This design comes from an exercise in tuning for a short achievable clock period and few clock cycles on the open sky130 flow, not from production work.
No functional check of the RTL was part of this run.
Power and IR drop assume default switching activity.

===== flow/config.mk =====
export PLATFORM = sky130hd
export DESIGN_NAME = PMIPSL0
export DESIGN_NICKNAME = PMIPSL0
export VERILOG_FILES = /design/flow/design.v
export SDC_FILE = /design/flow/constraint.sdc
export NUM_CORES = 4
export LEC_CHECK = 0
export ABC_CLOCK_PERIOD_IN_PS = 2000
export CAP_MARGIN = 20
export CORE_MARGIN = 2
export CORE_UTILIZATION = 40
export PLACE_DENSITY = 0.6
export SLEW_MARGIN = 20
export TNS_END_PERCENT = 100

===== flow/constraint.sdc =====
create_clock -name core_clock -period 8.0 [get_ports {clock}]
set_input_delay 1.6000 -clock core_clock [delete_from_list [all_inputs] [get_ports {clock}]]
set_output_delay 1.6000 -clock core_clock [all_outputs]
set_load 0.01 [all_outputs]

===== flow/design.v =====
module PMIPSL0(
	imemaddr,	 
	dmemaddr,	 
	dmemwdata,	 
	dmemwrite,	 
	dmemread,	 
	clock,
	imemrdata,	 
	dmemrdata,	 
	reset		 
	);
output [15:0] imemaddr;
output [15:0] dmemaddr;
output [15:0] dmemwdata;
output dmemwrite;
output dmemread;
input [16:0] imemrdata;
input [15:0] dmemrdata;
input clock;
input reset;
parameter NB = 2;	 
localparam NBW = 1;	 
integer i;
function [15:0] ksadd;
	input [15:0] a;
	input [15:0] b;
	input cin;
	reg [15:0] g, p, gg, pp, g2, p2;
	integer k, d;
	begin
		g = a & b;
		p = a ^ b;
		gg = g;
		pp = p;
		gg[0] = g[0] | (p[0] & cin);
		for (d = 1; d < 16; d = d * 2) begin
			g2 = gg;
			p2 = pp;
			for (k = d; k < 16; k = k + 1) begin
				g2[k] = gg[k] | (pp[k] & gg[k-d]);
				p2[k] = pp[k] & pp[k-d];
			end
			gg = g2;
			pp = p2;
		end
		ksadd = p ^ {gg[14:0], cin};
	end
endfunction
function [7:1] onehot;
	input [2:0] r;
	integer k;
	begin
		for (k = 1; k < 8; k = k + 1) onehot[k] = (r == k);
	end
endfunction
reg [15:1] pc_o;
reg [15:1] pc_n;
wire [15:1] pc = ~pc_n;
reg        id_valid;
reg [16:0] id_ins;
reg [15:1] id_pc;
reg [7:0]  id_blo;	 
reg [15:8] id_phi;	 
reg        id_ubeq;	 
reg        id_cbeq;	 
reg [7:1]  id_rs1h, id_rt1h;
reg        id_pred;		 
reg [15:1] id_ptgt;		 
reg        ex_bad;		 
reg        ex_rw;		 
reg        ex_load;
reg        ex_store;
reg [2:0]  ex_dest;
reg        ex_cbeq;		 
reg [15:1] ex_tgt;
reg [15:0] ex_a, ex_b, ex_sd;
reg        ex_sel_sum, ex_sel_diff, ex_sel_slt, ex_sel_and;
reg        m_rw;
reg        m_read;
reg        m_load_n;
wire       m_load = ~m_load_n;
reg        m_store;
reg [2:0]  m_dest;
reg [15:0] m_addr;
reg [15:0] m_res_n;
wire [15:0] m_res = ~m_res_n;
reg [15:0] m_sd;
reg [15:0] rf [1:7];
reg [7:1]  rvalid;
wire [7:1] m_we = m_rw ? onehot(m_dest) : 7'd0;
always @(posedge clock)
	if (reset) rvalid <= 7'd0;
	else rvalid <= rvalid | m_we;
always @(posedge clock)
	for (i = 1; i < 8; i = i + 1)
		if (m_we[i]) rf[i] <= m_load ? dmemrdata : m_res;
wire [3:0] op = id_ins[16:13];
wire [2:0] rs = id_ins[12:10];
wire [2:0] rt = id_ins[9:7];
wire [2:0] rd = id_ins[6:4];
wire [15:0] simm = {{9{id_ins[6]}}, id_ins[6:0]};
wire d_rtype = (op == 4'd0) | (op == 4'd1) | (op == 4'd2);
wire d_lw    = (op == 4'd3);
wire d_sw    = (op == 4'd4);
wire d_addi  = (op == 4'd6);
wire d_andi  = (op == 4'd7);
wire d_use_rs = d_rtype | d_lw | d_sw | id_cbeq | d_addi | d_andi;
wire d_use_rt = d_rtype | d_sw | id_cbeq;
wire [2:0] d_dest = d_rtype ? rd : rt;
wire d_rw = (d_rtype | d_lw | d_addi | d_andi) & (d_dest != 3'd0);
wire d_imm = d_lw | d_sw | d_addi | d_andi;
wire [15:8] id_hip = id_phi + 8'd1;
wire [15:8] id_him = id_phi - 8'd1;
wire [15:8] id_bhi = id_ins[6] ? (id_blo[7] ? id_phi : id_him)
                               : (id_blo[7] ? id_hip : id_phi);
wire [15:1] id_btgt = {id_bhi, id_blo[6:0]};
wire stall = id_valid & ex_load & ex_rw &
	((d_use_rs & (rs == ex_dest)) | (d_use_rt & (rt == ex_dest)));
wire id_redirect = id_valid & ~stall & (id_ubeq ^ id_pred);
wire [15:1] id_rtgt = id_ubeq ? id_btgt : (id_pc + 15'd1);
wire [15:0] A = ex_a;
wire [15:0] B = ex_b;
wire [15:0] sum  = ksadd(A, B, 1'b0);
wire [15:0] diff = ksadd(A, ~B, 1'b1);
wire [15:0] andv = A & B;
wire [15:0] sltv = {15'd0, diff[15]};
wire [15:0] alu = ({16{ex_sel_sum}}  & sum)
                | ({16{ex_sel_diff}} & diff)
                | ({16{ex_sel_slt}}  & sltv)
                | ({16{ex_sel_and}}  & andv);
wire eq = (A == B);
wire ex_redirect = (ex_cbeq & eq) | ex_bad;
wire a_ex = ex_rw & (ex_dest == rs);
wire b_ex = ex_rw & (ex_dest == rt);
wire a_m = ~a_ex & m_rw & (m_dest == rs);
wire b_m = ~b_ex & m_rw & (m_dest == rt);
wire [7:1] a_rf = (a_ex | a_m) ? 7'd0 : (id_rs1h & rvalid);
wire [7:1] b_rf = (b_ex | b_m) ? 7'd0 : (id_rt1h & rvalid);
function [15:0] opnd;
	input m;
	input [7:1] sel;
	reg [15:0] v;
	integer k;
	begin
		v = ({16{m & m_load}} & dmemrdata) | ({16{m & ~m_load}} & m_res);
		for (k = 1; k < 8; k = k + 1) v = v | ({16{sel[k]}} & rf[k]);
		opnd = v;
	end
endfunction
function [15:0] fwd;
	input f;
	begin
		fwd = ({16{f & ex_sel_sum}}  & sum)
		    | ({16{f & ex_sel_diff}} & diff)
		    | ({16{f & ex_sel_slt}}  & sltv)
		    | ({16{f & ex_sel_and}}  & andv);
	end
endfunction
wire [15:0] v_a  = fwd(a_ex) | opnd(a_m, a_rf);
wire [15:0] v_b  = fwd(b_ex & ~d_imm) | opnd(b_m & ~d_imm, d_imm ? 7'd0 : b_rf)
                 | ({16{d_imm}} & simm);
wire [15:0] v_sd = fwd(b_ex) | opnd(b_m, b_rf);
reg [15:1] btb_tag [0:NB-1];
reg [15:1] btb_tgt [0:NB-1];
reg [NB-1:0] btb_v;
reg [NBW-1:0] btb_ptr;
reg        btb_hit;
reg [15:1] btb_target;
always @(*) begin
	btb_hit = 1'b0;
	btb_target = 15'd0;
	for (i = 0; i < NB; i = i + 1)
		if (btb_v[i] && btb_tag[i] == pc) begin
			btb_hit = 1'b1;
			btb_target = btb_target | btb_tgt[i];
		end
end
wire btb_we = id_valid & id_ubeq & ~id_pred;
always @(posedge clock)
	if (reset) begin
		btb_v <= 0;
		btb_ptr <= 0;
	end else if (btb_we) begin
		btb_v[btb_ptr] <= 1'b1;
		btb_ptr <= btb_ptr + 1'b1;
	end
always @(posedge clock)
	if (btb_we) begin
		btb_tag[btb_ptr] <= id_pc;
		btb_tgt[btb_ptr] <= id_btgt;
	end
wire [15:1] pc2 = pc + 15'd1;
wire [3:0] f_op = imemrdata[16:13];
wire f_j = f_op[3] & ~f_op[2] & ~(f_op[1] & f_op[0]);	 
wire f_beq = (f_op == 4'd5);
wire f_same = (imemrdata[12:10] == imemrdata[9:7]);
wire [15:1] f_jtgt = {1'b0, pc2[15:14], imemrdata[11:0]};
wire [7:0] f_lo = {1'b0, pc2[7:1]} + {1'b0, imemrdata[6:0]};
wire f_pred = btb_hit & ~f_j;
wire s_ex   = ex_redirect;
wire s_id   = ~s_ex & id_redirect;
wire s_hold = ~s_ex & ~id_redirect & stall;
wire s_f    = ~s_ex & ~id_redirect & ~stall;
wire [15:1] pc_next = ({15{s_ex}} & ex_tgt)
                    | ({15{s_id}} & id_rtgt)
                    | ({15{s_hold}} & pc)
                    | ({15{s_f & f_j}} & f_jtgt)
                    | ({15{s_f & ~f_j & btb_hit}} & btb_target)
                    | ({15{s_f & ~f_j & ~btb_hit}} & pc2);
always @(posedge clock)
	if (reset) begin
		pc_o <= 15'd0;
		pc_n <= 15'h7fff;
	end else begin
		pc_o <= pc_next;
		pc_n <= ~pc_next;
	end
assign imemaddr = {pc_o, 1'b0};
always @(posedge clock)
	if (reset | ex_redirect) id_valid <= 1'b0;
	else if (!stall) id_valid <= ~id_redirect;
always @(posedge clock)
	if (!stall) begin
		id_ins <= imemrdata;
		id_pc <= pc;
		id_blo <= f_lo;
		id_phi <= pc2[15:8];
		id_ubeq <= f_beq & f_same;
		id_cbeq <= f_beq & ~f_same;
		id_rs1h <= onehot(imemrdata[12:10]);
		id_rt1h <= onehot(imemrdata[9:7]);
		id_pred <= f_pred;
		id_ptgt <= btb_target;
	end
wire id_go = id_valid & ~stall & ~ex_redirect;
always @(posedge clock)
	if (reset | ~id_go) begin
		ex_bad <= 1'b0;
		ex_rw <= 1'b0;
		ex_load <= 1'b0;
		ex_store <= 1'b0;
		ex_cbeq <= 1'b0;
	end else begin
		ex_bad <= id_pred & id_ubeq & (id_ptgt != id_btgt);
		ex_rw <= d_rw;
		ex_load <= d_lw;
		ex_store <= d_sw;
		ex_cbeq <= id_cbeq;
	end
always @(posedge clock) begin
	ex_dest <= d_dest;
	ex_tgt <= id_btgt;
	ex_a <= v_a;
	ex_b <= v_b;
	ex_sd <= v_sd;
	ex_sel_sum  <= (op == 4'd0) | d_lw | d_sw | d_addi;
	ex_sel_diff <= (op == 4'd1);
	ex_sel_slt  <= (op == 4'd2);
	ex_sel_and  <= d_andi;
end
always @(posedge clock)
	if (reset) begin
		m_rw <= 1'b0;
		m_read <= 1'b0;
		m_load_n <= 1'b1;
		m_store <= 1'b0;
	end else begin
		m_rw <= ex_rw;
		m_read <= ex_load;
		m_load_n <= ~ex_load;
		m_store <= ex_store;
	end
always @(posedge clock) begin
	m_dest <= ex_dest;
	m_addr <= alu;
	m_res_n <= ~alu;
	m_sd <= ex_sd;
end
assign dmemaddr = m_addr;
assign dmemwdata = m_sd;
assign dmemwrite = m_store;
assign dmemread = m_read;
endmodule

===== flow/flow/run.sh =====
#!/bin/bash
# Standard ORFS layout (the standard.sh) with two changes to how it is
# made, none to the constraints (the SDC is the standard flow's, unchanged):
#  - timing repair aims below the real clock period (a larger setup margin);
#  - slow wide OR/NOR cells are added to the platform's don't-use list, so
#    synthesis and repair build that logic from faster cells.
set -euo pipefail
PLATFORM_DONT_USE="sky130_fd_sc_hd__probe_p_8 sky130_fd_sc_hd__probec_p_8
 sky130_fd_sc_hd__lpflow_bleeder_1
 sky130_fd_sc_hd__lpflow_clkbufkapwr_1 sky130_fd_sc_hd__lpflow_clkbufkapwr_16
 sky130_fd_sc_hd__lpflow_clkbufkapwr_2 sky130_fd_sc_hd__lpflow_clkbufkapwr_4
 sky130_fd_sc_hd__lpflow_clkbufkapwr_8
 sky130_fd_sc_hd__lpflow_clkinvkapwr_1 sky130_fd_sc_hd__lpflow_clkinvkapwr_16
 sky130_fd_sc_hd__lpflow_clkinvkapwr_2 sky130_fd_sc_hd__lpflow_clkinvkapwr_4
 sky130_fd_sc_hd__lpflow_clkinvkapwr_8
 sky130_fd_sc_hd__lpflow_decapkapwr_12 sky130_fd_sc_hd__lpflow_decapkapwr_3
 sky130_fd_sc_hd__lpflow_decapkapwr_4 sky130_fd_sc_hd__lpflow_decapkapwr_6
 sky130_fd_sc_hd__lpflow_decapkapwr_8
 sky130_fd_sc_hd__lpflow_inputiso0n_1 sky130_fd_sc_hd__lpflow_inputiso0p_1
 sky130_fd_sc_hd__lpflow_inputiso1n_1 sky130_fd_sc_hd__lpflow_inputiso1p_1
 sky130_fd_sc_hd__lpflow_inputisolatch_1
 sky130_fd_sc_hd__lpflow_isobufsrc_1 sky130_fd_sc_hd__lpflow_isobufsrc_16
 sky130_fd_sc_hd__lpflow_isobufsrc_2 sky130_fd_sc_hd__lpflow_isobufsrc_4
 sky130_fd_sc_hd__lpflow_isobufsrc_8 sky130_fd_sc_hd__lpflow_isobufsrckapwr_16
 sky130_fd_sc_hd__lpflow_lsbuf_lh_hl_isowell_tap_1
 sky130_fd_sc_hd__lpflow_lsbuf_lh_hl_isowell_tap_2
 sky130_fd_sc_hd__lpflow_lsbuf_lh_hl_isowell_tap_4
 sky130_fd_sc_hd__lpflow_lsbuf_lh_isowell_4
 sky130_fd_sc_hd__lpflow_lsbuf_lh_isowell_tap_1
 sky130_fd_sc_hd__lpflow_lsbuf_lh_isowell_tap_2
 sky130_fd_sc_hd__lpflow_lsbuf_lh_isowell_tap_4"
SLOW="sky130_fd_sc_hd__or4_1 sky130_fd_sc_hd__or4_2 sky130_fd_sc_hd__or4_4
 sky130_fd_sc_hd__or4b_1 sky130_fd_sc_hd__or4b_2 sky130_fd_sc_hd__or4b_4
 sky130_fd_sc_hd__or4bb_1 sky130_fd_sc_hd__or4bb_2 sky130_fd_sc_hd__or4bb_4
 sky130_fd_sc_hd__nor4_1 sky130_fd_sc_hd__nor4_2 sky130_fd_sc_hd__nor4_4
 sky130_fd_sc_hd__nor4b_1 sky130_fd_sc_hd__nor4b_2 sky130_fd_sc_hd__nor4b_4
 sky130_fd_sc_hd__nor4bb_1 sky130_fd_sc_hd__nor4bb_2 sky130_fd_sc_hd__nor4bb_4
 sky130_fd_sc_hd__o41a_1 sky130_fd_sc_hd__o41a_2 sky130_fd_sc_hd__o41a_4
 sky130_fd_sc_hd__o41ai_1 sky130_fd_sc_hd__o41ai_2 sky130_fd_sc_hd__o41ai_4"
DONT_USE=$(echo $PLATFORM_DONT_USE $SLOW)
bash standard.sh SETUP_SLACK_MARGIN=5.6 TNS_END_PERCENT=100 \
  "DONT_USE_CELLS=$DONT_USE" finish > standard_flow.log 2>&1

===== flow/standard.sh =====
#!/bin/bash
# synth_recipe.tcl (not shown) runs the flow's synth.tcl, then flattens the netlist and writes it again
# the make line also repeats each setting of config.mk as NAME=value (left out here)
make -C /OpenROAD-flow-scripts/flow DESIGN_CONFIG=/design/flow/config.mk WORK_HOME=/design/flow/orfs CLKGATE_MAP_FILE= SYNTH_SCRIPT=/design/flow/synth_recipe.tcl "${@:-finish}"

==> run notes <==
## per-layer routing
metal / up-vias / routed length (microns) / track usage [%]
met1: 7300 / 25400 / 33.2
li1: 6455 / - / -
met2: 741 / 28400 / 37.6
met5: - / 0 / 0
met4: 0 / 2500 / 10.2
met3: 145 / 5070 / 4.45
## per-stage QoR
step / hold slack, ps / setup WS [ps] / util, % / cells
global placement: 312 / 3970 / 44.0 / 2189
global route: 327 / 5140 / 54.9 / 2471
finish: 322 / 5220 / 54.9 / 2471
CTS: 326 / 5200 / 50.8 / 2380
floorplan: 310 / 5000 / - / 1563
detailed placement: 312 / 3880 / 44.0 / 2189
## critical path, cell delays in order, from the launching register on
cell and delay [ps]:
dfxtp_2 340, inv_2 60, ha_4 130, inv_2 30, fa_2 360, a211oi_4 240, o21a_1 220, nor2_2 60
a311oi_2 340, o21ai_2 140, buf_4 160, a221o_2 340, o21ai_2 70, nand4_1 140
## state kept, by name (all words and copies together), names as in the netlist, 15 cells and up
signal	flops
id_ins	17
btb_tag	30
ex_a	16
pc_n	15
btb_tgt	30
pc_o	15
ex_b	16
m_res_n	16
ex_tgt	15
id_ptgt	15
m_sd	16
ex_sd	16
m_addr	16
rf	112
id_pc	15
## placed cells by master, fill, tap and decap left out, types with 19 or more instances in the layout
cell and n:
buf_2 27, inv_1 57, a222oi_1 30, buf_6 72, edfxtp_1 252, xnor2_1 54
o21ai_0 25, nand2_1 71, dfxtp_1 118, clkbuf_16 53, a22oi_1 44, a21oi_1 24
dfxtp_2 44, xor2_1 32, nor2_1 68, nand4_1 21, nand3_1 32, a221oi_2 19
ha_1 21, a22o_1 40, buf_4 148, ha_4 19
## cells by family after synthesis
family	after synthesis	share of synthesized area (%)
AO/OA/AOI/OAI	413	16.8
XOR/XNOR	109	5.10
adder cells (fa/ha/maj)	46	3.20
buffers and inverters	157	4.29
flip-flops	423	58.7
multiplexers	15	0.863
other	1	0.0200
AND/OR/NAND/NOR	399	11.0
## cell type report
cell class	instances	area share, %
Inverter	68	1.06
Tap cell	607	2.98
Clock buffer	64	5.52
Sequential cell	423	43.5
Clock inverter	22	0.949
Multi-Input combinational cell	986	34.5
Timing Repair Buffer	301	11.5
## worst paths after layout
| kind | end | depth (start not counted) |
|---|---|---|
| max reg2reg | ex_a[14]$_DFF_P_ | 13 |
| max | ex_a[14]$_DFF_P_ | 13 |
| min | m_sd[14]$_DFF_P_ | 0 |
| min reg2reg | m_sd[14]$_DFF_P_ | 0 |
## timing repair
item / CTS / global route
setup buffers: 99 / 87
cloned: 6 / 4
pin swaps: 101 / 125
resized for setup: 455 / 273
setup endpoints to repair: 217 / 156
## power groups by stage
stage          logic [mW]  registers [mW]  clock network, mW
2_1_floorplan       0.320            2.51                  0
3_5_place_dp        0.463            2.53                  0
3_3_place_gp        0.459            2.53                  0
4_1_cts             0.553            2.49               2.30
5_1_grt             0.690            2.51               2.39
6_report            0.648            2.50               2.28
==> reports/metrics.yaml <==
global_route:
  gr-total-overflow: 0
  grt_util_all_layers_pct: 24.2
  first_global_vias: 13900
  grt_max_degree: 39
  antenna_found_initial: 0
  grt_pass1_wl_microns: 86800
run:
  maxCapViolations: 0
timing:
  drv_slew: 0
  hold_violations: 0
  clock_skew_ps: 27.9
  slew_headroom_pct: 34.6
  worst_pin_slew_ps: 977
  fin_crit_sh_pct: 34.8
  fmax_ghz: 0.360
  rsz0062_at_grt: "yes"
  setup-tns-final_ps: 0
  setup_violations: 0
  period_needed_ps: 2780
synthesis:
  yosys_warnings: 2
  async_reset_ff_share_pct: 0
  synth_most_common_cell: "edfxtp_1"
  synthesis.area_sq_mm: 0.0187
  synth_top_area_share_pct: 40.4
  synth_top_flop_cell: "edfxtp_1"
  synth_cells: 1563
  synth_top_area_cell: "edfxtp_1"
  avgSynthCellArea_sq_um: 12.0
  yosysUniqueCellTypes: 89
  ys_top_cells_by_count: "edfxtp_1 (252), dfxtp_1 (171), nand2_1 (97)"
  ys_seq_area_share_pct: 58.7
  synthTopCellsByArea: "edfxtp_1 (40%), dfxtp_1 (18%), xnor2_1 (3.4%)"
  synth_nets: 1644
  ys_ff_latch: 423
  synth-edff-count: 252
routing:
  first_iter_violations: 1675
  vias_per_cell: 5.93
  drc: 0
  finalWirelength_microns: 61300
  firstDrtPassIters: 7
  vias: 14600
  antenna_left: 0
  post_drt_wl_per_cell_microns: 24.8
setup_path:
  path_max_fanout: 4
  crit_type: "flop to flop"
  cp-start-kind: "flop"
  r2r_start: "ex_a[0]$_DFF_P_"
  worst-endpoint-required_ps: 8430
  startpoint: "ex_a[0]$_DFF_P_"
  rrSetupSlack_ps: 5220
  end_kind: "flop"
  arrival_ps: 3210
power:
  p_int_mw: 4.09
  pwr-share-seq_pct: 46.1
  fin_total_pwr_mw: 5.43
  cellLeakagePower_nw: 9.79
  ir_drop_v: 0.000237
  p_switching_mw: 1.33
  p_sw_share_pct: 24.6
  power.density_mw_per_mm2: 213
  pwr-share-comb_pct: 11.9
  pwr-share-clk_pct: 42.0
finish:
  syn_to_final_growth_pct: 36.0
  diodes: 0
  regArea_sq_mm: 0.0111
  final_nets: 1907
  multi_input_area_sq_mm: 0.00877
  drive_gt1_share_pct: 39.0
  fill_cells: 3767
  layout.cell_area.non_filler_sq_mm: 0.0254
clocking:
  cts_sinks: 423
  hold_buffers: 0
  cts_tree: "done"
  clk_pin_slew_ps: 60
  root_buffer: "clkbuf_16"
  htree_levels: 2
  clk_path_buf_depth: 3
  clock_latency_ps: 590
  cts-buffers-inserted: 46
floorplanning:
  die_h_microns: 220
  start_util_pct: 40.4
  dieArea_sq_mm: 0.0485
  core-area_sq_mm: 0.0464
  num_io_pins: 85
  rows: 79
  fp.dieW_microns: 220
placement:
  dpl_cell_area_sq_mm: 0.0204
  gp_congestion: 0.893
  dpl.hpwl_microns: 36600
  port_buffers: 83
min_path:
  min_from: "ex_sd[14]$_DFF_P_"
  hp-class: "flop to flop"
status:
  status: "no timing/DRC/antenna violations"

afterwards: timing with drivers on the ports:
The results above use ideal ports. As a check the final layout listed here was re-extracted and re-timed, cells and wires unchanged. Step 1 assumes that a clkbuf_16 drives the clock port and a buf_2 every other input. Step 2 times the ports against the registers' clock, not the clock port: input delays grow and output delays shrink by t, the midpoint of the rising clock arrivals with the driver on. Slacks: ideal / step 1 / step 2; pairs: ideal / step 1.
t, ns: 0.639
slack for setup (ns): 5.219 / 5.219 / 4.773
clock arrival spread, ns: 0.029 / 0.030
slew at the worst register clock pin (ns): 0.06 / 0.06
pins driven straight from the clock port: 1
After both steps setup and hold are still met in this run. The setup slack of this run moves by 0.000 ns with the drivers and by -0.446 ns with both steps.
